Background: an optimization exercise with open tools, aiming at small area and a short achievable clock period. Do not read the settings as production practice. The RTL was checked by simulation tests, not by an equivalence proof against the original design. No driver is modelled on the clock port, so clocking that relies on it looks cheaper here than on a real chip.

==> flow/flow/run.sh <==
#!/bin/bash
# Standard layout with two changes: the smallest buffer on each port, and
# useful clock skew between registers after clock tree synthesis (skew.tcl).
export BUFFER_PORTS_ARGS="-buffer_cell sky130_fd_sc_hd__buf_1"
export POST_CTS_TCL="$PWD/flow/skew.tcl"
export SKIP_CTS_REPAIR_TIMING=1
bash standard.sh > standard.log 2>&1
==> flow/flow/skew.py <==
#!/usr/bin/env python3
"""Plan a later clock arrival for registers (useful skew).

usage: skew.py PATHS PERIOD

PATHS holds lines "kind from to slack" as skew.tcl writes them. A delay D[r]
(>= 0) on register r's clock changes a register-to-register path s->e by
D[s] - D[e]. The plan finds the smallest period T such that:
  setup   (PERIOD - slack) + D[s] - D[e] <= T      for register pairs
  hold    slack + D[s] - D[e] >= HOLD_MARGIN
  output  (PERIOD - slack) + D[s] <= T            (the skew may only hurt)
  input   (PERIOD - slack) <= T                   (no gain from the skew)
  D[r] <= DMAX
and prints, for each register that needs a delay, a chain of delay cells.
"""
import sys

DMAX = 1.5
HOLD_MARGIN = 0.0
LEVEL_COST = 0.15
# cells and the delay each adds in front of one register's clock pin (ns)
CELLS = [
    ('sky130_fd_sc_hd__clkbuf_1', 0.09, 3.75),
    ('sky130_fd_sc_hd__dlygate4sd1_1', 0.20, 8.76),
    ('sky130_fd_sc_hd__clkdlybuf4s50_1', 0.46, 10.01),
]

path_file, period = sys.argv[1], float(sys.argv[2])
setup, hold, outp, inp, inhold = {}, {}, {}, {}, {}
regs = set()
for line in open(path_file):
    f = line.split()
    if len(f) != 4:
        continue
    kind, s, e, sl = f[0], f[1], f[2], float(f[3])
    if kind == 'max':
        setup[(s, e)] = min(setup.get((s, e), 1e9), sl)
        regs.update((s, e))
    elif kind == 'min':
        hold[(s, e)] = min(hold.get((s, e), 1e9), sl)
        regs.update((s, e))
    elif kind == 'outmax':
        outp[s] = min(outp.get(s, 1e9), sl)
        regs.add(s)
    elif kind == 'inmax':
        inp[e] = min(inp.get(e, 1e9), sl)
        regs.add(e)
    elif kind == 'inmin':
        inhold[e] = min(inhold.get(e, 1e9), sl)
        regs.add(e)
regs = sorted(regs)
idx = {r: i + 1 for i, r in enumerate(regs)}


def solve(T):
    # difference constraints x[b] >= x[a] + w as edges (a, b, w); longest path
    edges = []
    for r in regs:
        ub = DMAX
        if r in inhold:
            ub = min(ub, max(0.0, inhold[r] - HOLD_MARGIN))
        if r in outp:
            ub = min(ub, T - (period - outp[r]))
        if ub < 0:
            return None
        edges.append((0, idx[r], 0.0))
        edges.append((idx[r], 0, -ub))
    for (s, e), sl in setup.items():
        d = period - sl
        if s == e:
            if d > T:
                return None
            continue
        edges.append((idx[s], idx[e], d - T))
    for (s, e), sl in hold.items():
        if s == e:
            continue
        # D[e] - D[s] <= sl - margin
        edges.append((idx[e], idx[s], -max(0.0, sl - HOLD_MARGIN)))
    for e, sl in inp.items():
        if period - sl > T:
            return None
    n = len(regs) + 1
    x = [0.0] + [-1e18] * (n - 1)
    for it in range(n + 1):
        changed = False
        for a, b, w in edges:
            if x[a] > -1e17 and x[a] + w > x[b] + 1e-9:
                x[b] = x[a] + w
                changed = True
        if not changed:
            return {r: x[idx[r]] for r in regs}
        if x[0] > 1e-9:
            return None
    return None


t0 = max([period - sl for sl in setup.values()] + [period - sl for sl in inp.values()]
         + [period - sl for sl in outp.values()])
lo, hi = 0.0, t0
if solve(hi) is None:
    print(f'# no skew plan (T0 {t0:.3f})')
    sys.exit(0)
for _ in range(40):
    m = (lo + hi) / 2
    if solve(m) is None:
        lo = m
    else:
        hi = m
T = hi
D = solve(T)
print(f'# period without skew {t0:.3f}, with skew {T:.3f}')


CELL_D = {c[0]: c[1] for c in CELLS}


def chain(delta):
    # fewest-area chain of cells whose delay is closest to delta
    best = None
    for a in range(0, 4):
        for b in range(0, 4):
            for c in range(0, 4):
                if a + b + c == 0 or a + b + c > 4:
                    continue
                n = (a, b, c)
                d = sum(k * cell[1] for k, cell in zip(n, CELLS))
                area = sum(k * cell[2] for k, cell in zip(n, CELLS))
                cost = abs(d - delta) + 0.004 * area
                if best is None or cost < best[0]:
                    best = (cost, n)
    out = []
    for k, cell in zip(best[1], CELLS):
        out += [cell[0]] * k
    return out


# Shared delays: the registers are put on a few levels; level k is reached
# through a cascade of delay stages, each stage driving the registers of its
# level and the next stage.
need = sorted((D[r], r) for r in regs if D[r] >= 0.06)
if not need:
    sys.exit(0)
vals = [v for v, _ in need]


def levels_for(k):
    # 1-D k-means on the wanted delays
    cent = [vals[int((i + 0.5) * len(vals) / k)] for i in range(k)]
    for _ in range(50):
        groups = [[] for _ in cent]
        for v in vals:
            groups[min(range(k), key=lambda i: abs(v - cent[i]))].append(v)
        cent = [sum(g) / len(g) if g else c for g, c in zip(groups, cent)]
    err = sum(min(abs(v - c) for c in cent) for v in vals)
    return sorted(cent), err


best = None
for k in range(1, 7):
    cent, err = levels_for(k)
    cost = err + LEVEL_COST * k
    if best is None or cost < best[0]:
        best = (cost, cent)
cent = best[1]
prev = 0.0
real = 0.0
lev_of = {r: min(range(len(cent)), key=lambda i: abs(v - cent[i])) + 1 for v, r in need}
for k, c in enumerate(cent, 1):
    # each stage ends in a stronger buffer that drives its registers and the
    # next stage
    nload = sum(1 for r in lev_of if lev_of[r] == k) + (1 if k < len(cent) else 0)
    driver = ('sky130_fd_sc_hd__clkbuf_8', 0.12) if nload > 3 else ('sky130_fd_sc_hd__clkbuf_4', 0.12)
    rest = c - real - driver[1]
    cells = chain(rest) if rest > 0.05 else []
    cells.append(driver[0])
    real += sum(CELL_D.get(x, driver[1]) for x in cells)
    print('stage', k, f'{c:.3f}', ' '.join(cells))
for v, r in need:
    print('level', r, lev_of[r], f'{v:.3f}')
==> flow/flow/skew.tcl <==
# Useful clock skew between registers, run after clock tree synthesis
# (POST_CTS_TCL). It measures the worst setup and hold slack of every
# register-to-register path, and the worst slack of every path from an input
# and to an output, then asks skew.py for a later clock arrival for each
# register that shortens the period set by the register-to-register paths.
# Paths from the inputs and to the outputs get no gain from it: an input path
# must meet that period without the skew, and an output path must meet it with
# the skew. The delays are made by clock buffers put in front of the
# registers' clock pins.

set skew_dir [file dirname [file normalize [info script]]]
set work_dir [file dirname $skew_dir]
set_propagated_clock [all_clocks]
estimate_parasitics -placement

set regs [all_registers -cells]
set clkpin [dict create]
set dpin [dict create]
set cellof [dict create]
foreach r $regs {
  set n [get_full_name $r]
  dict set cellof $n $r
  foreach p [get_pins -of_objects $r] {
    set pn [get_property $p lib_pin_name]
    if { $pn == "CLK" } { dict set clkpin $n $p }
    if { $pn == "D" } { dict set dpin $n $p }
  }
}

set f [open $work_dir/skew_paths.txt w]
foreach r $regs {
  set n [get_full_name $r]
  set cp [dict get $clkpin $n]
  foreach {kind pd} {max max min min} {
    set paths [find_timing_paths -from $cp -path_delay $pd \
      -group_path_count 10000 -endpoint_path_count 1 -unique_paths_to_endpoint]
    foreach p $paths {
      set ep [get_property $p endpoint]
      set epn [get_full_name $ep]
      if { [get_property $ep direction] == "output" } {
        puts $f "out$kind $n - [get_property $p slack]"
      } else {
        set einst [get_full_name [get_cells -of_objects $ep]]
        puts $f "$kind $n $einst [get_property $p slack]"
      }
    }
  }
  set dp [dict get $dpin $n]
  foreach {kind pd} {inmax max inmin min} {
    set paths [find_timing_paths -from [all_inputs] -to $dp -path_delay $pd]
    foreach p $paths {
      puts $f "$kind - $n [get_property $p slack]"
    }
  }
}
close $f

set period [get_property [lindex [all_clocks] 0] period]
exec python3 $skew_dir/skew.py $work_dir/skew_paths.txt $period > $work_dir/skew_plan.txt
puts "skew plan:"
puts [exec cat $work_dir/skew_plan.txt]

set block [ord::get_db_block]
set stages {}
set level [dict create]
foreach line [split [exec cat $work_dir/skew_plan.txt] "\n"] {
  if { [lindex $line 0] == "stage" } { lappend stages [lrange $line 3 end] }
  if { [lindex $line 0] == "level" } { dict set level [lindex $line 1] [lindex $line 2] }
}
set nbuf 0
set drv_net ""
set k 0
foreach cells $stages {
  incr k
  set pins {}
  set sx 0
  set sy 0
  set np 0
  dict for {n lv} $level {
    if { $lv >= $k } {
      lappend pins [dict get $clkpin $n]
      set loc [[sta::sta_to_db_inst [dict get $cellof $n]] getLocation]
      set sx [expr { $sx + [lindex $loc 0] }]
      set sy [expr { $sy + [lindex $loc 1] }]
      incr np
    }
  }
  if { $np == 0 } { break }
  set xy [list [ord::dbu_to_microns [expr { $sx / $np }]] [ord::dbu_to_microns [expr { $sy / $np }]]]
  foreach cell $cells {
    if { $drv_net == "" } {
      set net [get_nets -of_objects [lindex $pins end]]
      insert_buffer -buffer_cell $cell -net $net -load_pins $pins -load_pins_on_diff_nets \
        -location $xy -buffer_name skewbuf_$nbuf -net_name skewnet_$nbuf
    } else {
      insert_buffer -buffer_cell $cell -net $drv_net -load_pins $pins \
        -location $xy -buffer_name skewbuf_$nbuf -net_name skewnet_$nbuf
    }
    set drv_net [get_nets skewnet_$nbuf]
    set bnet [$block findNet skewnet_$nbuf]
    if { $bnet ne "NULL" && $bnet ne "" } { $bnet setSigType CLOCK }
    incr nbuf
  }
}
puts "skew buffers inserted: $nbuf"

detailed_placement
check_placement -verbose
estimate_parasitics -placement
report_worst_slack -max
report_worst_slack -min
==> flow/standard.sh <==
#!/bin/bash
# synth_recipe.tcl (not shown) runs the flow's synth.tcl, then flattens the netlist and writes it again
# the make line also repeats each setting of config.mk as NAME=value (left out here)
make -C /OpenROAD-flow-scripts/flow DESIGN_CONFIG=/design/flow/config.mk WORK_HOME=/design/flow/orfs CLKGATE_MAP_FILE= SYNTH_SCRIPT=/design/flow/synth_recipe.tcl "${@:-finish}"
==> flow/config.mk <==
export PLATFORM = sky130hd
export DESIGN_NAME = prng
export DESIGN_NICKNAME = prng
export VERILOG_FILES = /design/flow/design.v
export SDC_FILE = /design/flow/constraint.sdc
export NUM_CORES = 4
export LEC_CHECK = 0
export CAP_MARGIN = 20
export CORE_MARGIN = 2
export CORE_UTILIZATION = 50
export CTS_BUF_LIST = sky130_fd_sc_hd__clkbuf_4 sky130_fd_sc_hd__clkbuf_8
export HOLD_SLACK_MARGIN = 0.1
export SETUP_SLACK_MARGIN = 3.3
export SLEW_MARGIN = 20
export SYNTH_HIERARCHICAL = 1
==> flow/constraint.sdc <==
create_clock -name core_clock -period 7.0 [get_ports {clk}]
set_input_delay 1.4000 -clock core_clock [delete_from_list [all_inputs] [get_ports {clk}]]
set_output_delay 1.4000 -clock core_clock [all_outputs]
set_load 0.01 [all_outputs]
==> flow/design.v <==
module prng (
    input logic [31:0] seed,
    output logic [31:0] rand_num,
    input logic clk,
    input logic rst
);
    logic [31:0] state;
    wire [30:0] x = state[30:0];
    wire [30:0] xn = ~state[30:0];
    wire [30:0] nxt;
    wire s0; wire c0;
    assign s0 = 1'b1 ^ x[2] ^ xn[0];
    assign c0 = (1'b1 & x[2]) | (1'b1 & xn[0]) | (x[2] & xn[0]);
    wire s1; wire c1;
    assign s1 = 1'b1 ^ x[3] ^ xn[1];
    assign c1 = (1'b1 & x[3]) | (1'b1 & xn[1]) | (x[3] & xn[1]);
    wire s2; wire c2;
    fa u2 (.a(x[4]), .b(xn[2]), .c(xn[0]), .s(s2), .co(c2));
    wire s3; wire c3;
    fa u3 (.a(x[5]), .b(xn[3]), .c(xn[1]), .s(s3), .co(c3));
    wire s4; wire c4;
    assign s4 = 1'b0 ^ x[4] ^ x[2];
    assign c4 = (1'b0 & x[4]) | (1'b0 & x[2]) | (x[4] & x[2]);
    wire s5; wire c5;
    fa u5 (.a(x[6]), .b(c3), .c(~s4), .s(s5), .co(c5));
    wire s6; wire c6;
    fa u6 (.a(x[7]), .b(xn[5]), .c(xn[3]), .s(s6), .co(c6));
    wire s7; wire c7;
    fa u7 (.a(x[0]), .b(~c4), .c(s6), .s(s7), .co(c7));
    wire s8; wire c8;
    fa u8 (.a(x[8]), .b(xn[6]), .c(xn[4]), .s(s8), .co(c8));
    wire s9; wire c9;
    fa u9 (.a(x[1]), .b(c6), .c(s8), .s(s9), .co(c9));
    wire s10; wire c10;
    assign s10 = 1'b1 ^ x[9] ^ x[2];
    assign c10 = (1'b1 & x[9]) | (1'b1 & x[2]) | (x[9] & x[2]);
    wire s11; wire c11;
    fa u11 (.a(xn[7]), .b(xn[5]), .c(xn[0]), .s(s11), .co(c11));
    wire s12; wire c12;
    fa u12 (.a(c8), .b(s10), .c(s11), .s(s12), .co(c12));
    wire s13; wire c13;
    fa u13 (.a(xn[8]), .b(xn[6]), .c(xn[1]), .s(s13), .co(c13));
    wire s14; wire c14;
    fa u14 (.a(x[10]), .b(x[3]), .c(c10), .s(s14), .co(c14));
    wire s15; wire c15;
    fa u15 (.a(c11), .b(s13), .c(c12), .s(s15), .co(c15));
    wire s16; wire c16;
    fa u16 (.a(xn[9]), .b(xn[7]), .c(xn[2]), .s(s16), .co(c16));
    wire s17; wire c17;
    fa u17 (.a(x[11]), .b(x[4]), .c(c13), .s(s17), .co(c17));
    wire s18; wire c18;
    fa u18 (.a(s16), .b(c14), .c(s17), .s(s18), .co(c18));
    wire s19; wire c19;
    assign s19 = 1'b1 ^ x[12] ^ x[5];
    assign c19 = (1'b1 & x[12]) | (1'b1 & x[5]) | (x[12] & x[5]);
    wire s20; wire c20;
    fa u20 (.a(xn[10]), .b(xn[8]), .c(xn[3]), .s(s20), .co(c20));
    wire s21; wire c21;
    fa u21 (.a(x[0]), .b(c16), .c(s19), .s(s21), .co(c21));
    wire s22; wire c22;
    fa u22 (.a(s20), .b(c17), .c(s21), .s(s22), .co(c22));
    wire s23; wire c23;
    assign s23 = 1'b1 ^ x[13] ^ x[6];
    assign c23 = (1'b1 & x[13]) | (1'b1 & x[6]) | (x[13] & x[6]);
    wire s24; wire c24;
    fa u24 (.a(xn[11]), .b(xn[9]), .c(xn[4]), .s(s24), .co(c24));
    wire s25; wire c25;
    fa u25 (.a(x[1]), .b(c19), .c(c20), .s(s25), .co(c25));
    wire s26; wire c26;
    fa u26 (.a(s23), .b(s24), .c(c21), .s(s26), .co(c26));
    wire s27; wire c27;
    fa u27 (.a(s25), .b(c22), .c(s26), .s(s27), .co(c27));
    wire s28; wire c28;
    fa u28 (.a(x[14]), .b(x[7]), .c(x[2]), .s(s28), .co(c28));
    wire s29; wire c29;
    fa u29 (.a(xn[12]), .b(xn[10]), .c(xn[5]), .s(s29), .co(c29));
    wire s30; wire c30;
    fa u30 (.a(x[0]), .b(c23), .c(c24), .s(s30), .co(c30));
    wire s31; wire c31;
    fa u31 (.a(s28), .b(s29), .c(c25), .s(s31), .co(c31));
    wire s32; wire c32;
    fa u32 (.a(s30), .b(c26), .c(s31), .s(s32), .co(c32));
    wire s33; wire c33;
    fa u33 (.a(x[15]), .b(x[8]), .c(x[3]), .s(s33), .co(c33));
    wire s34; wire c34;
    fa u34 (.a(xn[13]), .b(xn[11]), .c(xn[6]), .s(s34), .co(c34));
    wire s35; wire c35;
    fa u35 (.a(x[1]), .b(c28), .c(c29), .s(s35), .co(c35));
    wire s36; wire c36;
    fa u36 (.a(s33), .b(s34), .c(c30), .s(s36), .co(c36));
    wire s37; wire c37;
    fa u37 (.a(s35), .b(c31), .c(s36), .s(s37), .co(c37));
    wire s38; wire c38;
    fa u38 (.a(xn[14]), .b(xn[12]), .c(xn[7]), .s(s38), .co(c38));
    wire s39; wire c39;
    fa u39 (.a(x[9]), .b(x[4]), .c(x[2]), .s(s39), .co(c39));
    wire s40; wire c40;
    fa u40 (.a(x[16]), .b(c33), .c(c34), .s(s40), .co(c40));
    wire s41; wire c41;
    fa u41 (.a(s38), .b(s39), .c(c35), .s(s41), .co(c41));
    wire s42; wire c42;
    fa u42 (.a(s40), .b(c36), .c(s41), .s(s42), .co(c42));
    wire s43; wire c43;
    assign s43 = 1'b0 ^ x[15] ^ x[13];
    assign c43 = (1'b0 & x[15]) | (1'b0 & x[13]) | (x[15] & x[13]);
    wire s44; wire c44;
    fa u44 (.a(x[10]), .b(x[5]), .c(x[3]), .s(s44), .co(c44));
    wire s45; wire c45;
    fa u45 (.a(xn[8]), .b(xn[0]), .c(x[17]), .s(s45), .co(c45));
    wire s46; wire c46;
    fa u46 (.a(c38), .b(c39), .c(~s43), .s(s46), .co(c46));
    wire s47; wire c47;
    fa u47 (.a(s44), .b(s45), .c(c40), .s(s47), .co(c47));
    wire s48; wire c48;
    fa u48 (.a(s46), .b(c41), .c(s47), .s(s48), .co(c48));
    wire s49; wire c49;
    fa u49 (.a(xn[14]), .b(xn[9]), .c(xn[1]), .s(s49), .co(c49));
    wire s50; wire c50;
    fa u50 (.a(x[11]), .b(x[6]), .c(x[4]), .s(s50), .co(c50));
    wire s51; wire c51;
    fa u51 (.a(xn[16]), .b(~c43), .c(c44), .s(s51), .co(c51));
    wire s52; wire c52;
    fa u52 (.a(x[18]), .b(s49), .c(s50), .s(s52), .co(c52));
    wire s53; wire c53;
    fa u53 (.a(c45), .b(c46), .c(s51), .s(s53), .co(c53));
    wire s54; wire c54;
    fa u54 (.a(s52), .b(c47), .c(s53), .s(s54), .co(c54));
    wire s55; wire c55;
    fa u55 (.a(xn[15]), .b(xn[10]), .c(xn[2]), .s(s55), .co(c55));
    wire s56; wire c56;
    fa u56 (.a(x[12]), .b(x[7]), .c(x[5]), .s(s56), .co(c56));
    wire s57; wire c57;
    fa u57 (.a(x[0]), .b(xn[17]), .c(x[19]), .s(s57), .co(c57));
    wire s58; wire c58;
    fa u58 (.a(c49), .b(c50), .c(s55), .s(s58), .co(c58));
    wire s59; wire c59;
    fa u59 (.a(s56), .b(s57), .c(c51), .s(s59), .co(c59));
    wire s60; wire c60;
    fa u60 (.a(c52), .b(s58), .c(c53), .s(s60), .co(c60));
    wire s61; wire c61;
    fa u61 (.a(s59), .b(c54), .c(s60), .s(s61), .co(c61));
    wire s62; wire c62;
    fa u62 (.a(x[13]), .b(x[8]), .c(x[6]), .s(s62), .co(c62));
    wire s63; wire c63;
    fa u63 (.a(xn[11]), .b(xn[3]), .c(x[1]), .s(s63), .co(c63));
    wire s64; wire c64;
    fa u64 (.a(xn[16]), .b(xn[18]), .c(x[20]), .s(s64), .co(c64));
    wire s65; wire c65;
    fa u65 (.a(c55), .b(c56), .c(s62), .s(s65), .co(c65));
    wire s66; wire c66;
    fa u66 (.a(s63), .b(c57), .c(s64), .s(s66), .co(c66));
    wire s67; wire c67;
    fa u67 (.a(c58), .b(s65), .c(c59), .s(s67), .co(c67));
    wire s68; wire c68;
    fa u68 (.a(s66), .b(s67), .c(c60), .s(s68), .co(c68));
    wire s69; wire c69;
    fa u69 (.a(x[14]), .b(x[9]), .c(x[7]), .s(s69), .co(c69));
    wire s70; wire c70;
    fa u70 (.a(xn[12]), .b(xn[4]), .c(x[2]), .s(s70), .co(c70));
    wire s71; wire c71;
    fa u71 (.a(xn[17]), .b(xn[19]), .c(x[21]), .s(s71), .co(c71));
    wire s72; wire c72;
    fa u72 (.a(c62), .b(c63), .c(s69), .s(s72), .co(c72));
    wire s73; wire c73;
    fa u73 (.a(s70), .b(c64), .c(s71), .s(s73), .co(c73));
    wire s74; wire c74;
    fa u74 (.a(c65), .b(s72), .c(c66), .s(s74), .co(c74));
    wire s75; wire c75;
    fa u75 (.a(s73), .b(c67), .c(s74), .s(s75), .co(c75));
    wire s76; wire c76;
    assign s76 = 1'b1 ^ x[15] ^ x[10];
    assign c76 = (1'b1 & x[15]) | (1'b1 & x[10]) | (x[15] & x[10]);
    wire s77; wire c77;
    fa u77 (.a(xn[13]), .b(xn[5]), .c(xn[0]), .s(s77), .co(c77));
    wire s78; wire c78;
    fa u78 (.a(x[8]), .b(x[3]), .c(xn[18]), .s(s78), .co(c78));
    wire s79; wire c79;
    fa u79 (.a(xn[20]), .b(c69), .c(c70), .s(s79), .co(c79));
    wire s80; wire c80;
    fa u80 (.a(x[22]), .b(s76), .c(s77), .s(s80), .co(c80));
    wire s81; wire c81;
    fa u81 (.a(s78), .b(c71), .c(c72), .s(s81), .co(c81));
    wire s82; wire c82;
    fa u82 (.a(s79), .b(s80), .c(c73), .s(s82), .co(c82));
    wire s83; wire c83;
    fa u83 (.a(s81), .b(c74), .c(s82), .s(s83), .co(c83));
    wire s84; wire c84;
    fa u84 (.a(xn[14]), .b(xn[6]), .c(xn[1]), .s(s84), .co(c84));
    wire s85; wire c85;
    fa u85 (.a(x[11]), .b(x[9]), .c(x[4]), .s(s85), .co(c85));
    wire s86; wire c86;
    fa u86 (.a(x[16]), .b(xn[19]), .c(xn[21]), .s(s86), .co(c86));
    wire s87; wire c87;
    fa u87 (.a(c76), .b(c77), .c(s84), .s(s87), .co(c87));
    wire s88; wire c88;
    fa u88 (.a(s85), .b(x[23]), .c(c78), .s(s88), .co(c88));
    wire s89; wire c89;
    fa u89 (.a(c79), .b(s86), .c(c80), .s(s89), .co(c89));
    wire s90; wire c90;
    fa u90 (.a(s87), .b(s88), .c(c81), .s(s90), .co(c90));
    wire s91; wire c91;
    fa u91 (.a(s89), .b(c82), .c(s90), .s(s91), .co(c91));
    wire s92; wire c92;
    fa u92 (.a(xn[15]), .b(xn[7]), .c(xn[2]), .s(s92), .co(c92));
    wire s93; wire c93;
    fa u93 (.a(x[12]), .b(x[10]), .c(x[5]), .s(s93), .co(c93));
    wire s94; wire c94;
    fa u94 (.a(x[17]), .b(c84), .c(c85), .s(s94), .co(c94));
    wire s95; wire c95;
    fa u95 (.a(xn[20]), .b(xn[22]), .c(s92), .s(s95), .co(c95));
    wire s96; wire c96;
    fa u96 (.a(s93), .b(x[24]), .c(c86), .s(s96), .co(c96));
    wire s97; wire c97;
    fa u97 (.a(c87), .b(s94), .c(s95), .s(s97), .co(c97));
    wire s98; wire c98;
    fa u98 (.a(c88), .b(s96), .c(c89), .s(s98), .co(c98));
    wire s99; wire c99;
    fa u99 (.a(s97), .b(c90), .c(s98), .s(s99), .co(c99));
    wire s100; wire c100;
    fa u100 (.a(x[13]), .b(x[11]), .c(x[6]), .s(s100), .co(c100));
    wire s101; wire c101;
    fa u101 (.a(xn[8]), .b(xn[3]), .c(x[0]), .s(s101), .co(c101));
    wire s102; wire c102;
    fa u102 (.a(xn[16]), .b(x[18]), .c(xn[21]), .s(s102), .co(c102));
    wire s103; wire c103;
    fa u103 (.a(c92), .b(c93), .c(s100), .s(s103), .co(c103));
    wire s104; wire c104;
    fa u104 (.a(s101), .b(xn[23]), .c(x[25]), .s(s104), .co(c104));
    wire s105; wire c105;
    fa u105 (.a(c94), .b(s102), .c(c95), .s(s105), .co(c105));
    wire s106; wire c106;
    fa u106 (.a(s103), .b(s104), .c(c96), .s(s106), .co(c106));
    wire s107; wire c107;
    fa u107 (.a(c97), .b(s105), .c(s106), .s(s107), .co(c107));
    wire s108; wire c108;
    fa u108 (.a(c98), .b(s107), .c(c99), .s(s108), .co(c108));
    wire s109; wire c109;
    fa u109 (.a(x[14]), .b(x[12]), .c(x[7]), .s(s109), .co(c109));
    wire s110; wire c110;
    fa u110 (.a(xn[9]), .b(xn[4]), .c(x[1]), .s(s110), .co(c110));
    wire s111; wire c111;
    fa u111 (.a(xn[17]), .b(c100), .c(c101), .s(s111), .co(c111));
    wire s112; wire c112;
    fa u112 (.a(x[19]), .b(s109), .c(s110), .s(s112), .co(c112));
    wire s113; wire c113;
    fa u113 (.a(xn[22]), .b(xn[24]), .c(x[26]), .s(s113), .co(c113));
    wire s114; wire c114;
    fa u114 (.a(c102), .b(c103), .c(s111), .s(s114), .co(c114));
    wire s115; wire c115;
    fa u115 (.a(s112), .b(c104), .c(s113), .s(s115), .co(c115));
    wire s116; wire c116;
    fa u116 (.a(c105), .b(s114), .c(c106), .s(s116), .co(c116));
    wire s117; wire c117;
    fa u117 (.a(s115), .b(c107), .c(s116), .s(s117), .co(c117));
    wire s118; wire c118;
    fa u118 (.a(x[15]), .b(x[13]), .c(x[8]), .s(s118), .co(c118));
    wire s119; wire c119;
    fa u119 (.a(xn[10]), .b(xn[5]), .c(x[2]), .s(s119), .co(c119));
    wire s120; wire c120;
    fa u120 (.a(xn[18]), .b(c109), .c(c110), .s(s120), .co(c120));
    wire s121; wire c121;
    fa u121 (.a(x[20]), .b(s118), .c(s119), .s(s121), .co(c121));
    wire s122; wire c122;
    fa u122 (.a(xn[23]), .b(xn[25]), .c(x[27]), .s(s122), .co(c122));
    wire s123; wire c123;
    fa u123 (.a(c111), .b(c112), .c(s120), .s(s123), .co(c123));
    wire s124; wire c124;
    fa u124 (.a(s121), .b(c113), .c(s122), .s(s124), .co(c124));
    wire s125; wire c125;
    fa u125 (.a(c114), .b(s123), .c(c115), .s(s125), .co(c125));
    wire s126; wire c126;
    fa u126 (.a(s124), .b(c116), .c(s125), .s(s126), .co(c126));
    wire s127; wire c127;
    fa u127 (.a(x[14]), .b(x[9]), .c(x[3]), .s(s127), .co(c127));
    wire s128; wire c128;
    fa u128 (.a(xn[11]), .b(xn[6]), .c(x[16]), .s(s128), .co(c128));
    wire s129; wire c129;
    fa u129 (.a(xn[19]), .b(c118), .c(c119), .s(s129), .co(c129));
    wire s130; wire c130;
    fa u130 (.a(x[21]), .b(s127), .c(s128), .s(s130), .co(c130));
    wire s131; wire c131;
    fa u131 (.a(xn[24]), .b(xn[26]), .c(x[28]), .s(s131), .co(c131));
    wire s132; wire c132;
    fa u132 (.a(c120), .b(c121), .c(s129), .s(s132), .co(c132));
    wire s133; wire c133;
    fa u133 (.a(s130), .b(c122), .c(s131), .s(s133), .co(c133));
    wire s134; wire c134;
    fa u134 (.a(c123), .b(s132), .c(c124), .s(s134), .co(c134));
    wire s135; wire c135;
    fa u135 (.a(s133), .b(c125), .c(s134), .s(s135), .co(c135));
    wire s136; wire c136;
    fa u136 (.a(x[15]), .b(x[10]), .c(x[4]), .s(s136), .co(c136));
    wire s137; wire c137;
    fa u137 (.a(xn[12]), .b(xn[7]), .c(x[17]), .s(s137), .co(c137));
    wire s138; wire c138;
    fa u138 (.a(xn[20]), .b(c127), .c(x[22]), .s(s138), .co(c138));
    wire s139; wire c139;
    fa u139 (.a(c128), .b(s136), .c(s137), .s(s139), .co(c139));
    wire s140; wire c140;
    fa u140 (.a(xn[25]), .b(xn[27]), .c(c129), .s(s140), .co(c140));
    wire s141; wire c141;
    fa u141 (.a(x[29]), .b(s138), .c(c130), .s(s141), .co(c141));
    wire s142; wire c142;
    fa u142 (.a(s139), .b(c131), .c(c132), .s(s142), .co(c142));
    wire s143; wire c143;
    fa u143 (.a(s140), .b(s141), .c(c133), .s(s143), .co(c143));
    wire s144; wire c144;
    fa u144 (.a(s142), .b(c134), .c(s143), .s(s144), .co(c144));
    wire s145;
    assign s145 = x[11] ^ x[5] ^ x[0];
    wire s146;
    assign s146 = xn[13] ^ xn[8] ^ x[16];
    wire s147;
    assign s147 = x[18] ^ xn[21] ^ c136;
    wire s148;
    assign s148 = s145 ^ x[23] ^ c137;
    wire s149;
    assign s149 = s146 ^ xn[26] ^ xn[28];
    wire s150;
    assign s150 = c138 ^ s147 ^ x[30];
    wire s151;
    assign s151 = c139 ^ s148 ^ c140;
    wire s152;
    assign s152 = s149 ^ c141 ^ s150;
    wire s153;
    assign s153 = s151 ^ c142 ^ s152;
    wire s154;
    assign s154 = c143 ^ s153 ^ c144;
    wire [30:0] ra, rb;
    assign ra[0] = x[0];
    assign rb[0] = 1'b1;
    assign ra[1] = x[1];
    assign rb[1] = 1'b0;
    assign ra[2] = s0;
    assign rb[2] = 1'b0;
    assign ra[3] = c0;
    assign rb[3] = s1;
    assign ra[4] = c1;
    assign rb[4] = s2;
    assign ra[5] = c2;
    assign rb[5] = s3;
    assign ra[6] = s5;
    assign rb[6] = 1'b0;
    assign ra[7] = c5;
    assign rb[7] = s7;
    assign ra[8] = c7;
    assign rb[8] = s9;
    assign ra[9] = c9;
    assign rb[9] = s12;
    assign ra[10] = s14;
    assign rb[10] = s15;
    assign ra[11] = c15;
    assign rb[11] = s18;
    assign ra[12] = c18;
    assign rb[12] = s22;
    assign ra[13] = s27;
    assign rb[13] = 1'b0;
    assign ra[14] = c27;
    assign rb[14] = s32;
    assign ra[15] = c32;
    assign rb[15] = s37;
    assign ra[16] = c37;
    assign rb[16] = s42;
    assign ra[17] = c42;
    assign rb[17] = s48;
    assign ra[18] = c48;
    assign rb[18] = s54;
    assign ra[19] = s61;
    assign rb[19] = 1'b0;
    assign ra[20] = c61;
    assign rb[20] = s68;
    assign ra[21] = c68;
    assign rb[21] = s75;
    assign ra[22] = c75;
    assign rb[22] = s83;
    assign ra[23] = c83;
    assign rb[23] = s91;
    assign ra[24] = c91;
    assign rb[24] = s99;
    assign ra[25] = s108;
    assign rb[25] = 1'b0;
    assign ra[26] = c108;
    assign rb[26] = s117;
    assign ra[27] = c117;
    assign rb[27] = s126;
    assign ra[28] = c126;
    assign rb[28] = s135;
    assign ra[29] = c135;
    assign rb[29] = s144;
    assign ra[30] = s154;
    assign rb[30] = 1'b0;
    wire [30:0] g0 = ra & rb;
    wire [30:0] p0 = ra ^ rb;
    wire gg1 = g0[1] | (p0[1] & g0[0]);
    wire gg2 = g0[2] | (p0[2] & gg1);
    wire gg3 = g0[3] | (p0[3] & g0[2]);
    wire pp3 = p0[3] & p0[2];
    wire gg4 = gg3 | (pp3 & gg1);
    wire gg5 = g0[4] | (p0[4] & g0[3]);
    wire pp5 = p0[4] & p0[3];
    wire gg6 = gg5 | (pp5 & gg2);
    wire gg7 = g0[5] | (p0[5] & g0[4]);
    wire pp7 = p0[5] & p0[4];
    wire gg8 = gg7 | (pp7 & g0[3]);
    wire pp8 = pp7 & p0[3];
    wire gg9 = gg8 | (pp8 & gg2);
    wire gg10 = g0[6] | (p0[6] & gg9);
    wire gg11 = g0[7] | (p0[7] & g0[6]);
    wire pp11 = p0[7] & p0[6];
    wire gg12 = gg11 | (pp11 & gg9);
    wire gg13 = g0[8] | (p0[8] & g0[7]);
    wire pp13 = p0[8] & p0[7];
    wire gg14 = gg13 | (pp13 & gg10);
    wire gg15 = g0[9] | (p0[9] & g0[8]);
    wire pp15 = p0[9] & p0[8];
    wire gg16 = gg15 | (pp15 & gg11);
    wire pp16 = pp15 & pp11;
    wire gg17 = gg16 | (pp16 & gg9);
    wire gg18 = g0[10] | (p0[10] & gg15);
    wire pp18 = p0[10] & pp15;
    wire gg19 = gg18 | (pp18 & gg12);
    wire gg20 = g0[11] | (p0[11] & g0[10]);
    wire pp20 = p0[11] & p0[10];
    wire gg21 = gg20 | (pp20 & gg17);
    wire gg22 = g0[12] | (p0[12] & gg20);
    wire pp22 = p0[12] & pp20;
    wire gg23 = gg22 | (pp22 & gg17);
    wire gg24 = g0[13] | (p0[13] & gg23);
    wire gg25 = g0[14] | (p0[14] & g0[13]);
    wire pp25 = p0[14] & p0[13];
    wire gg26 = gg25 | (pp25 & gg23);
    wire gg27 = g0[15] | (p0[15] & g0[14]);
    wire pp27 = p0[15] & p0[14];
    wire gg28 = gg27 | (pp27 & g0[13]);
    wire pp28 = pp27 & p0[13];
    wire gg29 = gg28 | (pp28 & gg23);
    wire gg30 = g0[16] | (p0[16] & g0[15]);
    wire pp30 = p0[16] & p0[15];
    wire gg31 = gg30 | (pp30 & g0[14]);
    wire pp31 = pp30 & p0[14];
    wire gg32 = gg31 | (pp31 & gg24);
    wire gg33 = g0[17] | (p0[17] & g0[16]);
    wire pp33 = p0[17] & p0[16];
    wire gg34 = gg33 | (pp33 & gg27);
    wire pp34 = pp33 & pp27;
    wire gg35 = gg34 | (pp34 & gg24);
    wire gg36 = g0[18] | (p0[18] & g0[17]);
    wire pp36 = p0[18] & p0[17];
    wire gg37 = gg36 | (pp36 & gg30);
    wire pp37 = pp36 & pp30;
    wire gg38 = gg37 | (pp37 & gg26);
    wire gg39 = g0[18] | (p0[18] & gg33);
    wire pp39 = p0[18] & pp33;
    wire gg40 = g0[19] | (p0[19] & gg39);
    wire pp40 = p0[19] & pp39;
    wire gg41 = gg40 | (pp40 & gg29);
    wire gg42 = g0[20] | (p0[20] & g0[19]);
    wire pp42 = p0[20] & p0[19];
    wire gg43 = gg42 | (pp42 & gg38);
    wire gg44 = g0[21] | (p0[21] & g0[20]);
    wire pp44 = p0[21] & p0[20];
    wire gg45 = gg44 | (pp44 & g0[19]);
    wire pp45 = pp44 & p0[19];
    wire gg46 = gg45 | (pp45 & gg38);
    wire gg47 = g0[22] | (p0[22] & g0[21]);
    wire pp47 = p0[22] & p0[21];
    wire gg48 = gg47 | (pp47 & gg42);
    wire pp48 = pp47 & pp42;
    wire gg49 = gg48 | (pp48 & gg38);
    wire gg50 = g0[23] | (p0[23] & g0[22]);
    wire pp50 = p0[23] & p0[22];
    wire gg51 = gg50 | (pp50 & gg44);
    wire pp51 = pp50 & pp44;
    wire gg52 = gg51 | (pp51 & gg41);
    wire gg53 = g0[24] | (p0[24] & g0[23]);
    wire pp53 = p0[24] & p0[23];
    wire gg54 = gg53 | (pp53 & gg47);
    wire pp54 = pp53 & pp47;
    wire gg55 = gg54 | (pp54 & gg43);
    wire gg56 = g0[25] | (p0[25] & gg54);
    wire pp56 = p0[25] & pp54;
    wire gg57 = gg56 | (pp56 & gg43);
    wire gg58 = g0[26] | (p0[26] & g0[25]);
    wire pp58 = p0[26] & p0[25];
    wire gg59 = gg58 | (pp58 & gg55);
    wire gg60 = g0[27] | (p0[27] & g0[26]);
    wire pp60 = p0[27] & p0[26];
    wire gg61 = gg60 | (pp60 & g0[25]);
    wire pp61 = pp60 & p0[25];
    wire gg62 = gg61 | (pp61 & gg55);
    wire gg63 = g0[28] | (p0[28] & g0[27]);
    wire pp63 = p0[28] & p0[27];
    wire gg64 = gg63 | (pp63 & gg58);
    wire pp64 = pp63 & pp58;
    wire gg65 = gg64 | (pp64 & gg55);
    wire gg66 = g0[29] | (p0[29] & g0[28]);
    wire pp66 = p0[29] & p0[28];
    wire gg67 = gg66 | (pp66 & gg60);
    wire pp67 = pp66 & pp60;
    wire gg68 = gg67 | (pp67 & gg57);
    wire gg69 = g0[29] | (p0[29] & gg63);
    wire pp69 = p0[29] & pp63;
    wire gg70 = g0[30] | (p0[30] & gg69);
    wire pp70 = p0[30] & pp69;
    wire gg71 = gg70 | (pp70 & gg59);
    assign nxt[0] = p0[0];
    assign nxt[1] = p0[1] ^ g0[0];
    assign nxt[2] = p0[2] ^ gg1;
    assign nxt[3] = p0[3] ^ gg2;
    assign nxt[4] = p0[4] ^ gg4;
    assign nxt[5] = p0[5] ^ gg6;
    assign nxt[6] = p0[6] ^ gg9;
    assign nxt[7] = p0[7] ^ gg10;
    assign nxt[8] = p0[8] ^ gg12;
    assign nxt[9] = p0[9] ^ gg14;
    assign nxt[10] = p0[10] ^ gg17;
    assign nxt[11] = p0[11] ^ gg19;
    assign nxt[12] = p0[12] ^ gg21;
    assign nxt[13] = p0[13] ^ gg23;
    assign nxt[14] = p0[14] ^ gg24;
    assign nxt[15] = p0[15] ^ gg26;
    assign nxt[16] = p0[16] ^ gg29;
    assign nxt[17] = p0[17] ^ gg32;
    assign nxt[18] = p0[18] ^ gg35;
    assign nxt[19] = p0[19] ^ gg38;
    assign nxt[20] = p0[20] ^ gg41;
    assign nxt[21] = p0[21] ^ gg43;
    assign nxt[22] = p0[22] ^ gg46;
    assign nxt[23] = p0[23] ^ gg49;
    assign nxt[24] = p0[24] ^ gg52;
    assign nxt[25] = p0[25] ^ gg55;
    assign nxt[26] = p0[26] ^ gg57;
    assign nxt[27] = p0[27] ^ gg59;
    assign nxt[28] = p0[28] ^ gg62;
    assign nxt[29] = p0[29] ^ gg65;
    assign nxt[30] = p0[30] ^ gg68;
    always_ff @(posedge clk) begin
        if (rst) begin
            state <= seed;
        end else begin
            state <= {1'b0, nxt};
        end
        rand_num <= state;
    end
endmodule
module fa (
    input  logic a,
    input  logic b,
    input  logic c,
    output logic s,
    output logic co
);
    assign s = a ^ b ^ c;
    assign co = (a & b) | (a & c) | (b & c);
endmodule
==> impl_summary.txt, run 1 <==
----------------------------------------------------
[STA]
  Share of the cycle needed by the critical path after routing ... 51.0%
  Worst Hold Margin ... 114 ps
  Final setup vio count ... 0
  Final critical path time including I/O delays and setup ... 3570 ps
  Clock skew after layout ... 1330 ps
  Number of max-slew violations in the final report ... 0
  Actual slew at the worst max-slew pin ... 563 ps
  Slew HR ... 62.5%
  Final Hold Fails ... 0
  Post-route setup TNS ... 0 ps
  Peak clock frequency supported by timing ... 280 MHz
  Setup repair after global routing missed its margin ... no

[Final layout]
  Synth-to-layout area growth ... 19.3%
  Ant diodes ... 0
  Proportion of layout cells with a drive suffix above 1 ... 20.0%
  Number of nets in the layout ... 776
  Final design instance area without fill ... 6980 µm²
  Final core utilization ... 61.1%

[Setup path]
  Most frequent CP cell ... sky130_fd_sc_hd__fa_1
  Reg-to-reg endpoint ... state[13]$_DFF_P_
  Element type at the critical path start ... flip-flop
  Endpoint arrival time on the critical path ... 3830 ps
  Worst stage delay on the critical path ... 500 ps
  Cells along the critical path ... inv_4, fa_1, fa_1, fa_1, ha_4, nand3_1, o31a_4, o211ai_1, ha_2, mux2_2
  Top fanout value on the critical path ... 5
  Setup slack of the worst register-to-register path ... 3430 ps
  Req. time, crit path ... 7260 ps
  WS Path Type ... reg2reg
  Standard cell with the maximum stage delay on the critical path ... sky130_fd_sc_hd__fa_1
  Startpoint of the most critical register-to-register path ... state[7]$_DFF_P_
  Endpoint kind of the worst setup timing path ... flip-flop
  Number of cell instances on the worst register-to-register path ... 10

[Placement]
  Port buffer count ... 65
  Half-perimeter wire length after detailed placement ... 11300 µm
  Post-DP Area ... 6440 µm²
  RD Place Congestion ... 0.868

[Clocking]
  Skew-Pair Late Insertion Delay ... 1690 ps
  Clock tree sinks ... 64
  Clock transition at the registers of the reported paths ... 70 ps
  CTS tree ... yes

[Route]
  Post-route antenna net violation count ... 0
  Post-route DRC violation count ... 0
  Via/cell ratio ... 5.29
  DR iter-0 viols ... 222
  Final wirelength ... 14300 µm
  Pre-antenna DRT Iters ... 4
  Average wire length per cell after detail routing ... 19.9 µm
  Number of vias in the routed layout ... 3801

[Yosys]
  Share of synthesized area occupied by flip-flops and latches ... 21.9%
  Number of unique standard cell types used by synthesis ... 42
  Warning count from the yosys run ... 7
  Count of mapped cells out of synthesis ... 470
  Syn_area_per_cell ... 12.4 µm²
  Cell area after synthesis ... 5850 µm²
  Number of synthesized register bits ... 64
  Yosys top cell area share ... 46.9%
  Dominant cells by area after synthesis ... sky130_fd_sc_hd__fa_1, sky130_fd_sc_hd__dfxtp_1, sky130_fd_sc_hd__ha_1, sky130_fd_sc_hd__xnor2_1, sky130_fd_sc_hd__inv_1
  Library cell with the largest summed area after synthesis ... sky130_fd_sc_hd__fa_1
  Mapped Nets ... 676

[Global route]
  Number of antenna violations at the first check in global routing ... 0
  Total congestion overflow ... 0
  Global-route wire length before repair ... 23300 µm
  Number of global-route vias before repair ... 4251
  GRT Util Overall ... 25.3%
  Pin count of the biggest net entering global routing ... 61

[Floorplan]
  Horizontal die dimension ... 112 µm
  Starting utilization of the core area ... 51.2%
  Die boundary height ... 112 µm
  Boundary Pins ... 66
  Total die area ... 12600 µm²
  Core Area ... 11400 µm²
  Number of standard-cell rows in the floorplan ... 39

[Min path]
  Worst min-delay path category ... reg2reg
  Number of cells traversed by the worst hold path ... 8
  Worst Hold Path EP ... state[30]$_DFF_P_
  Worst hold path startpoint ... state[13]$_DFF_P_

[Status]
  Result of the run ... no timing/DRC/antenna violations

[Flow run]
  Number of max-cap violations ... 0

----------------------------------------------------
[modules after synthesis (local to each module, per instance)]
module,copies in the design,area (µm²),flip-flops and latches
prng,1,3110,64
fa,137,20.0,0
[cell type report, without the clock buffers]
cell class / count / area [µm²]
Clock inverter: 5 / 101
Sequential cell: 64 / 1350
Timing Repair Buffer: 86 / 413
Fill cell: 984 / 4440
Tap cell: 143 / 179
Inverter: 53 / 219
Multi-Input combinational cell: 347 / 4490
[cell usage after synthesis]
| cell type | count |
|---|---|
| sky130_fd_sc_hd__a211o_1 | 2 |
| sky130_fd_sc_hd__a211oi_1 | 1 |
| sky130_fd_sc_hd__a21o_1 | 3 |
| sky130_fd_sc_hd__a21oi_1 | 12 |
| sky130_fd_sc_hd__a21oi_2 | 1 |
| sky130_fd_sc_hd__a31oi_1 | 4 |
| sky130_fd_sc_hd__and2_1 | 2 |
| sky130_fd_sc_hd__and3_1 | 2 |
| sky130_fd_sc_hd__buf_1 | 1 |
| sky130_fd_sc_hd__clkbuf_1 | 5 |
| sky130_fd_sc_hd__dfxtp_1 | 64 |
| sky130_fd_sc_hd__fa_1 | 137 |
| sky130_fd_sc_hd__ha_1 | 35 |
| sky130_fd_sc_hd__inv_1 | 53 |
| sky130_fd_sc_hd__mux2_2 | 4 |
| sky130_fd_sc_hd__nand2_1 | 33 |
| sky130_fd_sc_hd__nand2b_1 | 2 |
| sky130_fd_sc_hd__nand3_1 | 3 |
| sky130_fd_sc_hd__nand4_1 | 3 |
| sky130_fd_sc_hd__nor2_1 | 5 |
| sky130_fd_sc_hd__nor2b_1 | 1 |
| sky130_fd_sc_hd__nor3_1 | 4 |
| sky130_fd_sc_hd__nor3_2 | 2 |
| sky130_fd_sc_hd__nor4_1 | 1 |
| sky130_fd_sc_hd__o2111a_1 | 1 |
| sky130_fd_sc_hd__o211ai_1 | 4 |
| sky130_fd_sc_hd__o211ai_2 | 1 |
| sky130_fd_sc_hd__o21a_1 | 4 |
| sky130_fd_sc_hd__o21ai_0 | 25 |
| sky130_fd_sc_hd__o21ai_1 | 1 |
| sky130_fd_sc_hd__o21ba_2 | 1 |
| sky130_fd_sc_hd__o21bai_1 | 2 |
| sky130_fd_sc_hd__o311a_4 | 1 |
| sky130_fd_sc_hd__o31a_1 | 1 |
| sky130_fd_sc_hd__o31a_4 | 1 |
| sky130_fd_sc_hd__o31ai_1 | 5 |
| sky130_fd_sc_hd__o31ai_2 | 1 |
| sky130_fd_sc_hd__o41a_4 | 1 |
| sky130_fd_sc_hd__or3_1 | 1 |
| sky130_fd_sc_hd__or4_1 | 1 |
| sky130_fd_sc_hd__xnor2_1 | 26 |
| sky130_fd_sc_hd__xor2_1 | 13 |
[worst max path at each step]
stage	slack (ps)	depth (start not counted)	from	endpoint
after floorplan	2860	13	state[14]$_DFF_P_	state[30]$_DFF_P_
after global placement	2480	14	state[11]$_DFF_P_	state[30]$_DFF_P_
after detailed placement	2350	14	state[11]$_DFF_P_	state[30]$_DFF_P_
after global routing	3300	13	state[12]$_DFF_P_	state[21]$_DFF_P_
final	3430	10	state[7]$_DFF_P_	state[13]$_DFF_P_
[cells by family after synthesis]
kind of cell / synth area share, %
buffers and inverters: 3.79
adder cells (fa/ha/maj): 54.4
XOR/XNOR: 5.84
flip-flops: 21.9
AO/OA/AOI/OAI: 8.53
multiplexers: 0.770
AND/OR/NAND/NOR: 4.79
[routing by layer]
layer  wire [µm]  track usage (%)  vias to the layer above  share of wire [%]
li1            -                -                     1729                  -
met1        6600             36.9                     1940                 46
met2        6720             38.7                      116                 47
met3         788             5.35                       16                5.5
met4         179             7.64                        0                1.3
met5           0                0                        -                  0
[registers in the layout, summed over array words and instances, names as in the netlist]
name	flops
rand_num	32
state	32
[worst max-delay path, delay by kind of cell (launching register included)]
kind	cells	cell delay (ps)
buffers and inverters	1	80
flip-flops	1	400
AO/OA/AOI/OAI	2	600
adder cells (fa/ha/maj)	5	2040
multiplexers	1	260
AND/OR/NAND/NOR	1	70
[per-stage QoR]
step	std cells	setup WS (ps)
floorplan	470	2860
global placement	673	2480
detailed placement	673	2350
global route	718	3300
finish	718	3430
[cells in the final DEF (no fill, tap or decap), drive strengths merged, types with 4 or more instances in the layout]
cell	netlist	final
nand2	33	33
mux2	4	4
ha	35	35
inv	53	54
fa	137	137
dlygate4sd3	0	4
o21a	4	4
a31oi	4	4
a21oi	13	13
xor2	13	13
o31ai	6	6
xnor2	26	26
o21ai	26	26
nor2	5	5
clkbuf	5	19
nor3	6	6
dfxtp	64	64
buf	1	81
o211ai	5	5
==> inputs of run 2 (changes only) <==
--- a/flow/flow/skew.py
+++ b/flow/flow/skew.py
@@ -17,4 +17,4 @@
 
-DMAX = 1.5
-HOLD_MARGIN = 0.0
+DMAX = 1.2
+HOLD_MARGIN = 0.3
 LEVEL_COST = 0.15
--- a/flow/config.mk
+++ b/flow/config.mk
@@ -11,4 +11,3 @@
 export CTS_BUF_LIST = sky130_fd_sc_hd__clkbuf_4 sky130_fd_sc_hd__clkbuf_8
-export HOLD_SLACK_MARGIN = 0.1
-export SETUP_SLACK_MARGIN = 3.3
+export SETUP_SLACK_MARGIN = 3.2
 export SLEW_MARGIN = 20
==> impl_summary.txt, run 2 <==
----------------------------------------------------
[Status]
  Result of the run ... no timing/DRC/antenna violations (unchanged)

[Yosys]
  Top cells by instance count after synthesis ... sky130_fd_sc_hd__fa_1, sky130_fd_sc_hd__dfxtp_1, sky130_fd_sc_hd__inv_1 (unchanged)
  EDFF count, synth ... 0 (unchanged)
  Number of synthesized register bits ... 64 (unchanged)
  Dominant synthesized flop cell ... sky130_fd_sc_hd__dfxtp_1 (unchanged)
  Dominant cells by area after synthesis ... sky130_fd_sc_hd__fa_1, sky130_fd_sc_hd__dfxtp_1, sky130_fd_sc_hd__ha_1, sky130_fd_sc_hd__xnor2_1, sky130_fd_sc_hd__inv_1 (unchanged)
  Share of synthesized area occupied by flip-flops and latches ... 21.9% (unchanged)
  Syn_area_per_cell ... 12.4 µm² (unchanged)
  Mapped Nets ... 676 (unchanged)
  Cell area after synthesis ... 5850 µm² (unchanged)
  Fraction of synthesis flops using an asynchronous set or reset pin ... 0% (unchanged)
  Most frequent cell after synthesis ... sky130_fd_sc_hd__fa_1 (unchanged)
  Warning count from the yosys run ... 7 (unchanged)
  Yosys top cell area share ... 46.9% (unchanged)
  Library cell with the largest summed area after synthesis ... sky130_fd_sc_hd__fa_1 (unchanged)
  Count of mapped cells out of synthesis ... 470 (unchanged)
  Number of unique standard cell types used by synthesis ... 42 (unchanged)

[STA]
  Slew HR ... 60.5% (was 62.5%)
  Number of max-slew violations in the final report ... 0 (unchanged)
  Peak clock frequency supported by timing ... 272 MHz (was 280 MHz)
  Final setup vio count ... 0 (unchanged)
  Final Hold Fails ... 0 (unchanged)
  Post-route setup TNS ... 0 ps (unchanged)
  Actual slew at the worst max-slew pin ... 593 ps (was 563 ps)
  Final critical path time including I/O delays and setup ... 3680 ps (was 3570 ps)
  Clock skew after layout ... 1150 ps (was 1330 ps)
  Setup repair after global routing missed its margin ... yes (was no)
  Share of the cycle needed by the critical path after routing ... 52.6% (was 51.0%)

[Floorplan]
  Boundary Pins ... 66 (unchanged)
  Number of standard-cell rows in the floorplan ... 39 (unchanged)
  Horizontal die dimension ... 112 µm (unchanged)
  Die boundary height ... 112 µm (unchanged)
  Total die area ... 12600 µm² (unchanged)
  Core Area ... 11400 µm² (unchanged)
  Starting utilization of the core area ... 51.2% (unchanged)

[Final layout]
  Final core utilization ... 60.8% (was 61.1%)
  Proportion of layout cells with a drive suffix above 1 ... 20.6% (was 20.0%)
  Synth-to-layout area growth ... 18.7% (was 19.3%)
  Leading registers by flop count ... rand_num: 32 flops, state: 32 flops (unchanged)
  Ant diodes ... 0 (unchanged)
  Commonest cells after routing, fill and taps aside ... sky130_fd_sc_hd__fa_1, sky130_fd_sc_hd__buf_1, sky130_fd_sc_hd__dfxtp_1 (unchanged)
  Fill cell instance count of the final layout ... 972 (was 984)
  Number of nets in the layout ... 778 (was 776)
  Most frequent standard cell in the layout excluding fill and tap cells ... sky130_fd_sc_hd__fa_1 (unchanged)

[Global route]
  Pin count of the biggest net entering global routing ... 61 (unchanged)
  GRT Util Overall ... 25.0% (was 25.3%)
  Total congestion overflow ... 0 (unchanged)
  Number of global-route vias before repair ... 4207 (was 4251)
  Number of antenna violations at the first check in global routing ... 0 (unchanged)
  Global-route wire length before repair ... 23100 µm (was 23300 µm)

[Clocking]
  Clock transition at the registers of the reported paths ... 80 ps (was 70 ps)
  Skew-Pair Late Insertion Delay ... 1500 ps (was 1690 ps)
  CTS tree ... yes (unchanged)
  Clock tree sinks ... 64 (unchanged)

[Route]
  Average wire length per cell after detail routing ... 19.9 µm (about the same)
  Via/cell ratio ... 5.24 (was 5.29)
  Final wirelength ... 14300 µm (about the same)
  DR iter-0 viols ... 213 (was 222)
  Pre-antenna DRT Iters ... 4 (unchanged)
  Number of vias in the routed layout ... 3776 (was 3801)
  Post-route antenna net violation count ... 0 (unchanged)
  Post-route DRC violation count ... 0 (unchanged)

[Setup path]
  WS Path Type ... reg2reg (unchanged)
  Element type at the critical path start ... flip-flop (unchanged)
  Top fanout value on the critical path ... 5 (unchanged)
  Endpoint arrival time on the critical path ... 4080 ps (was 3830 ps)
  Endpoint kind of the worst setup timing path ... flip-flop (unchanged)
  Req. time, crit path ... 7400 ps (was 7260 ps)

[Placement]
  Half-perimeter wire length after detailed placement ... 11300 µm (about the same)
  RD Place Congestion ... 0.955 (was 0.868)
  Port buffer count ... 65 (unchanged)

[Min path]
  Worst min-delay path category ... in2reg (was reg2reg)

[Flow run]
  Number of max-cap violations ... 0 (unchanged)

----------------------------------------------------
[run 2: cell types whose count changed in the layout (fill, tap and decap cells not counted), sizes merged]
cell         previous run  this run
buf                    81        87
bufinv                  3         2
clkbuf                 19        20
clkinv                  1         3
clkinvlp                0         1
dlygate4sd1             2         0
dlygate4sd3             4         0
inv                    54        53
[run 2: worst paths after layout]
path                startpoint                 to  slack, ps  cells after the start
max reg2reg  state[17]$_DFF_P_  state[20]$_DFF_P_       3320                     10
max          state[17]$_DFF_P_  state[20]$_DFF_P_       3320                     10
min reg2reg   state[0]$_DFF_P_  state[30]$_DFF_P_        190                      7
min                   seed[29]  state[29]$_DFF_P_        100                      3
[run 2: area by class of cell, without the clock buffers]
type,instances,area (µm²),share of cell area [%]
inverters,53,214,3.08
flip-flops and latches,64,1350,19.4
clock inverters,6,82.6,1.19
well taps,143,179,2.58
multi-input cells,347,4490,64.6
repair buffers,88,430,6.20
[run 2: routing by layer]
layer | vias to the layer above | global-route usage [%] | wire (µm)
li1 | 1731 | - | -
met1 | 1933 | 35.7 | 6700
met2 | 92 | 37.8 | 6450
met3 | 20 | 5.94 | 812
met4 | 0 | 9.35 | 337
met5 | - | 0 | 0
[run 2: cell families (layout without fill, tap and decap cells)]
kind of cell	Yosys count	after routing	synth area share (%)
AND/OR/NAND/NOR	60	60	4.79
XOR/XNOR	39	39	5.84
flip-flops	64	64	21.9
adder cells (fa/ha/maj)	172	172	54.4
buffers and inverters	59	166	3.79
AO/OA/AOI/OAI	72	72	8.53
multiplexers	4	4	0.770
[run 2: worst max-delay path: stages (launching register included)]
cell and delay (ps):
sky130_fd_sc_hd__dfxtp_4 370, sky130_fd_sc_hd__fa_1 500, sky130_fd_sc_hd__fa_1 540, sky130_fd_sc_hd__fa_1 450
sky130_fd_sc_hd__ha_4 320, sky130_fd_sc_hd__nand4_1 190, sky130_fd_sc_hd__buf_4 210, sky130_fd_sc_hd__o31ai_1 220
sky130_fd_sc_hd__nand2_1 140, sky130_fd_sc_hd__xor2_1 160, sky130_fd_sc_hd__o21ai_0 80
[run 2: metrics by stage]
stage | setup WS [ps] | hold slack [ps] | std cells | area [µm²]
floorplan | 2860 | 310 | 470 | 6040
global placement | 2550 | 312 | 673 | 6440
detailed placement | 2510 | 312 | 673 | 6440
global route | 3120 | 75.9 | 720 | 6950
finish | 3320 | 100 | 720 | 6950
[run 2: Yosys stat by module, one instance, submodules excluded]
module  cells  cell area, µm²  flip-flops and latches
prng      333            3110                      64
fa          1            20.0                       0
==> inputs of run 3 (changes only) <==
--- a/flow/config.mk
+++ b/flow/config.mk
@@ -11,3 +11,3 @@
 export CTS_BUF_LIST = sky130_fd_sc_hd__clkbuf_4 sky130_fd_sc_hd__clkbuf_8
-export SETUP_SLACK_MARGIN = 3.2
+export SETUP_SLACK_MARGIN = 2.8
 export SLEW_MARGIN = 20
==> impl_summary.txt, run 3 <==
----------------------------------------------------
[Status]
  Result of the run ... no timing/DRC/antenna violations (unchanged)

[Floorplan]
  Boundary Pins ... 66 (unchanged)
  Starting utilization of the core area ... 51.2% (unchanged)
  Number of standard-cell rows in the floorplan ... 39 (unchanged)
  Total die area ... 12600 µm² (unchanged)
  Die boundary height ... 112 µm (unchanged)
  Core Area ... 11400 µm² (unchanged)
  Horizontal die dimension ... 112 µm (unchanged)

[Yosys]
  Cell area after synthesis ... 5850 µm² (unchanged)
  Mapped Nets ... 676 (unchanged)
  Number of synthesized register bits ... 64 (unchanged)
  Synthesized-area fraction occupied by xor and xnor cells ... 5.84% (unchanged)
  Number of unique standard cell types used by synthesis ... 42 (unchanged)
  Warning count from the yosys run ... 7 (unchanged)
  Simple-gate portion of the synthesized area ... 4.79% (unchanged)
  Top cells by instance count after synthesis ... sky130_fd_sc_hd__fa_1, sky130_fd_sc_hd__dfxtp_1, sky130_fd_sc_hd__inv_1 (unchanged)
  Most frequent cell after synthesis ... sky130_fd_sc_hd__fa_1 (unchanged)
  Fraction of synthesis flops using an asynchronous set or reset pin ... 0% (unchanged)
  Post-synthesis mux area share ... 0.770% (unchanged)
  Share of synthesized area occupied by flip-flops and latches ... 21.9% (unchanged)
  Syn_area_per_cell ... 12.4 µm² (unchanged)
  Combinational family with the most area after synthesis ... adder cells (unchanged)
  Post-Synth Adder-Cell Area ... 54.4% (unchanged)
  Dominant cells by area after synthesis ... sky130_fd_sc_hd__fa_1, sky130_fd_sc_hd__dfxtp_1, sky130_fd_sc_hd__ha_1, sky130_fd_sc_hd__xnor2_1, sky130_fd_sc_hd__inv_1 (unchanged)
  Library cell with the largest summed area after synthesis ... sky130_fd_sc_hd__fa_1 (unchanged)
  Yosys top cell area share ... 46.9% (unchanged)
  Dominant synthesized flop cell ... sky130_fd_sc_hd__dfxtp_1 (unchanged)
  Post-synthesis compound-gate area fraction ... 8.53% (unchanged)
  EDFF count, synth ... 0 (unchanged)
  Count of mapped cells out of synthesis ... 470 (unchanged)

[STA]
  Slew HR ... 62.9% (was 60.5%)
  Share of the cycle needed by the critical path after routing ... 56.1% (was 52.6%)
  Number of max-slew violations in the final report ... 0 (unchanged)
  Clock skew after layout ... 1000 ps (was 1150 ps)
  Peak clock frequency supported by timing ... 255 MHz (was 272 MHz)
  Final setup vio count ... 0 (unchanged)
  Final Hold Fails ... 0 (unchanged)
  Actual slew at the worst max-slew pin ... 556 ps (was 593 ps)
  Worst Hold Margin ... 259 ps (was 100 ps)
  Final critical path time including I/O delays and setup ... 3930 ps (was 3680 ps)
  Post-route setup TNS ... 0 ps (unchanged)
  Final worst slack ... 3070 ps (was 3320 ps)
  Setup repair after global routing missed its margin ... no (was yes)

[Setup path]
  Worst stage delay on the critical path ... 570 ps (was 540 ps)
  Reg-to-reg endpoint ... state[27]$_DFF_P_ (was state[20]$_DFF_P_)
  Cells along the critical path ... inv_1, fa_1, fa_1, fa_1, fa_1, ha_1, a21oi_1, o21ai_0, a21o_1, and3_4, o31a_1, o31ai_1 (was fa_1, fa_1, fa_1, ha_4, nand4_1, buf_4, o31ai_1, nand2_1, xor2_1, o21ai_0)
  Endpoint arrival time on the critical path ... 4790 ps (was 4080 ps)
  Delay-heaviest family, CP ... adder cells (unchanged)
  Startpoint of the most critical register-to-register path ... state[18]$_DFF_P_ (was state[17]$_DFF_P_)
  Req. time, crit path ... 7860 ps (was 7400 ps)
  Number of cell instances on the worst register-to-register path ... 12 (was 10)
  Element type at the critical path start ... flip-flop (unchanged)
  Standard cell with the maximum stage delay on the critical path ... sky130_fd_sc_hd__dfxtp_1 (was sky130_fd_sc_hd__fa_1)
  Crit path buf inv count ... 1 (unchanged)
  WS Path Type ... reg2reg (unchanged)
  Endpoint kind of the worst setup timing path ... flip-flop (unchanged)
  Most frequent CP cell ... sky130_fd_sc_hd__fa_1 (unchanged)
  Top fanout value on the critical path ... 5 (unchanged)
  Setup slack of the worst register-to-register path ... 3070 ps (was 3320 ps)

[Final layout]
  Fill cell instance count of the final layout ... 993 (was 972)
  Proportion of layout cells with a drive suffix above 1 ... 13.2% (was 20.6%)
  Synth-to-layout area growth ... 13.0% (was 18.7%)
  Most frequent standard cell in the layout excluding fill and tap cells ... sky130_fd_sc_hd__fa_1 (unchanged)
  Leading registers by flop count ... rand_num: 32 flops, state: 32 flops (unchanged)
  Final design instance area without fill ... 6610 µm² (was 6950 µm²)
  Ant diodes ... 0 (unchanged)
  Commonest cells after routing, fill and taps aside ... sky130_fd_sc_hd__fa_1, sky130_fd_sc_hd__buf_1, sky130_fd_sc_hd__dfxtp_1 (unchanged)
  Number of nets in the layout ... 756 (was 778)

[Clocking]
  Clock tree sinks ... 64 (unchanged)
  Skew-Pair Late Insertion Delay ... 1340 ps (was 1500 ps)
  CTS tree ... yes (unchanged)
  Clock transition at the registers of the reported paths ... 70 ps (was 80 ps)

[Global route]
  Number of antenna violations at the first check in global routing ... 0 (unchanged)
  Total congestion overflow ... 0 (unchanged)
  Number of global-route vias before repair ... 4109 (was 4207)
  Global-route wire length before repair ... 22500 µm (was 23100 µm)
  Pin count of the biggest net entering global routing ... 61 (unchanged)
  GRT Util Overall ... 24.5% (was 25.0%)

[Route]
  Post-route DRC violation count ... 0 (unchanged)
  Via/cell ratio ... 5.37 (was 5.24)
  Pre-antenna DRT Iters ... 4 (unchanged)
  Average wire length per cell after detail routing ... 20.1 µm (was 19.9 µm)
  Post-route antenna net violation count ... 0 (unchanged)
  DR iter-0 viols ... 250 (was 213)
  Final wirelength ... 14000 µm (was 14300 µm)
  Number of vias in the routed layout ... 3746 (was 3776)

[Placement]
  RD Place Congestion ... 0.923 (was 0.955)
  Half-perimeter wire length after detailed placement ... 11300 µm (about the same)
  Post-Place Worst Slack ... 2340 ps (was 2510 ps)
  Post-DP Area ... 6360 µm² (was 6440 µm²)
  Port buffer count ... 65 (unchanged)

[Flow run]
  Number of max-cap violations ... 0 (unchanged)

[Min path]
  Number of cells traversed by the worst hold path ... 3 (unchanged)
  Worst hold path startpoint ... seed[28] (was seed[29])
  Worst min-delay path category ... in2reg (unchanged)
  Worst Hold Path EP ... state[28]$_DFF_P_ (was state[29]$_DFF_P_)

----------------------------------------------------
-- run 3: Yosys stat by module, one instance, submodules excluded --
module,flops+latches,cell area (µm²),copies in the design,cells
prng,64,3110,1,333
fa,0,20.0,137,1
-- run 3: cells by family after synthesis --
logic type | count (synthesis)
xor+xnor | 39
simple gates | 60
flops | 64
fa+ha+maj | 172
mux | 4
buf+inv | 59
compound gates | 72
-- run 3: worst max-delay path by stage --
stage	from	end	slack, ps	cells past startpoint
after floorplan	state[14]$_DFF_P_	state[30]$_DFF_P_	2800	14
after global placement	state[10]$_DFF_P_	state[30]$_DFF_P_	2440	14
after detailed placement	state[16]$_DFF_P_	state[30]$_DFF_P_	2340	13
after global routing	state[10]$_DFF_P_	state[21]$_DFF_P_	2870	13
final	state[18]$_DFF_P_	state[27]$_DFF_P_	3070	12
-- run 3: worst reg2reg max path, stage by stage (launching register included) --
cell	delay [ps]
sky130_fd_sc_hd__dfxtp_1	570
sky130_fd_sc_hd__inv_1	250
sky130_fd_sc_hd__fa_1	550
sky130_fd_sc_hd__fa_1	400
sky130_fd_sc_hd__fa_1	410
sky130_fd_sc_hd__fa_1	470
sky130_fd_sc_hd__ha_1	340
sky130_fd_sc_hd__a21oi_1	170
sky130_fd_sc_hd__o21ai_0	90
sky130_fd_sc_hd__a21o_1	210
sky130_fd_sc_hd__and3_4	200
sky130_fd_sc_hd__o31a_1	290
sky130_fd_sc_hd__o31ai_1	220
-- run 3: area by class of cell, without the clock buffers --
cell class              instances  area (µm²)  share of cell area [%]
multi-input cells             347        4400                    66.6
clock inverters                 4        45.0                   0.682
flip-flops and latches         64        1330                    20.1
inverters                      53         201                    3.05
well taps                     143         179                    2.71
repair buffers                 66         253                    3.82
-- run 3: metrics by stage --
step                      std cells  util, %
after floorplan                 470        -
after global placement          673     55.7
after detailed placement        673     55.7
after global routing            697     57.9
final                           697     57.9
-- run 3: routing by layer --
metal	routed length, µm	GRT usage, %	vias to the layer above
met4	261	7.97	0
met1	6380	34.9	1920
li1	-	-	1687
met2	6510	38.2	119
met5	0	0	-
met3	838	5.13	20

port drivers added, routing unchanged:
No port has a modelled driver above. Below, the same layouts with a new extraction and two added sets of constraints.
Step 1: set_driving_cell puts a clkbuf_16 on clk and a buf_2 on each other input, an assumption about the parent block.
Step 2, shift: input delay + t, output delay - t, t = (earliest + latest rising clock arrival at the registers) / 2. This alone moves slack from input paths to output paths.
Slacks: ideal / step 1 / step 2; pairs: ideal / step 1.
run	t, ns	setup slack, ns	hold WS [ns]	latest minus earliest clock arrival (ns)	cell pins on the clock port's net
run 1	1.059	3.430 / 3.430 / 3.430	0.114 / 0.114 / 0.114	1.333 / 1.332	1
run 2	0.958	3.317 / 3.317 / 3.317	0.100 / 0.089 / 0.193	1.158 / 1.158	1
run 3	0.870	3.072 / 3.072 / 3.072	0.259 / 0.248 / 0.300	1.000 / 1.000	1
In every run listed the clock reaches the registers at very different times; t lies between them, and the last value is a rough guide only.
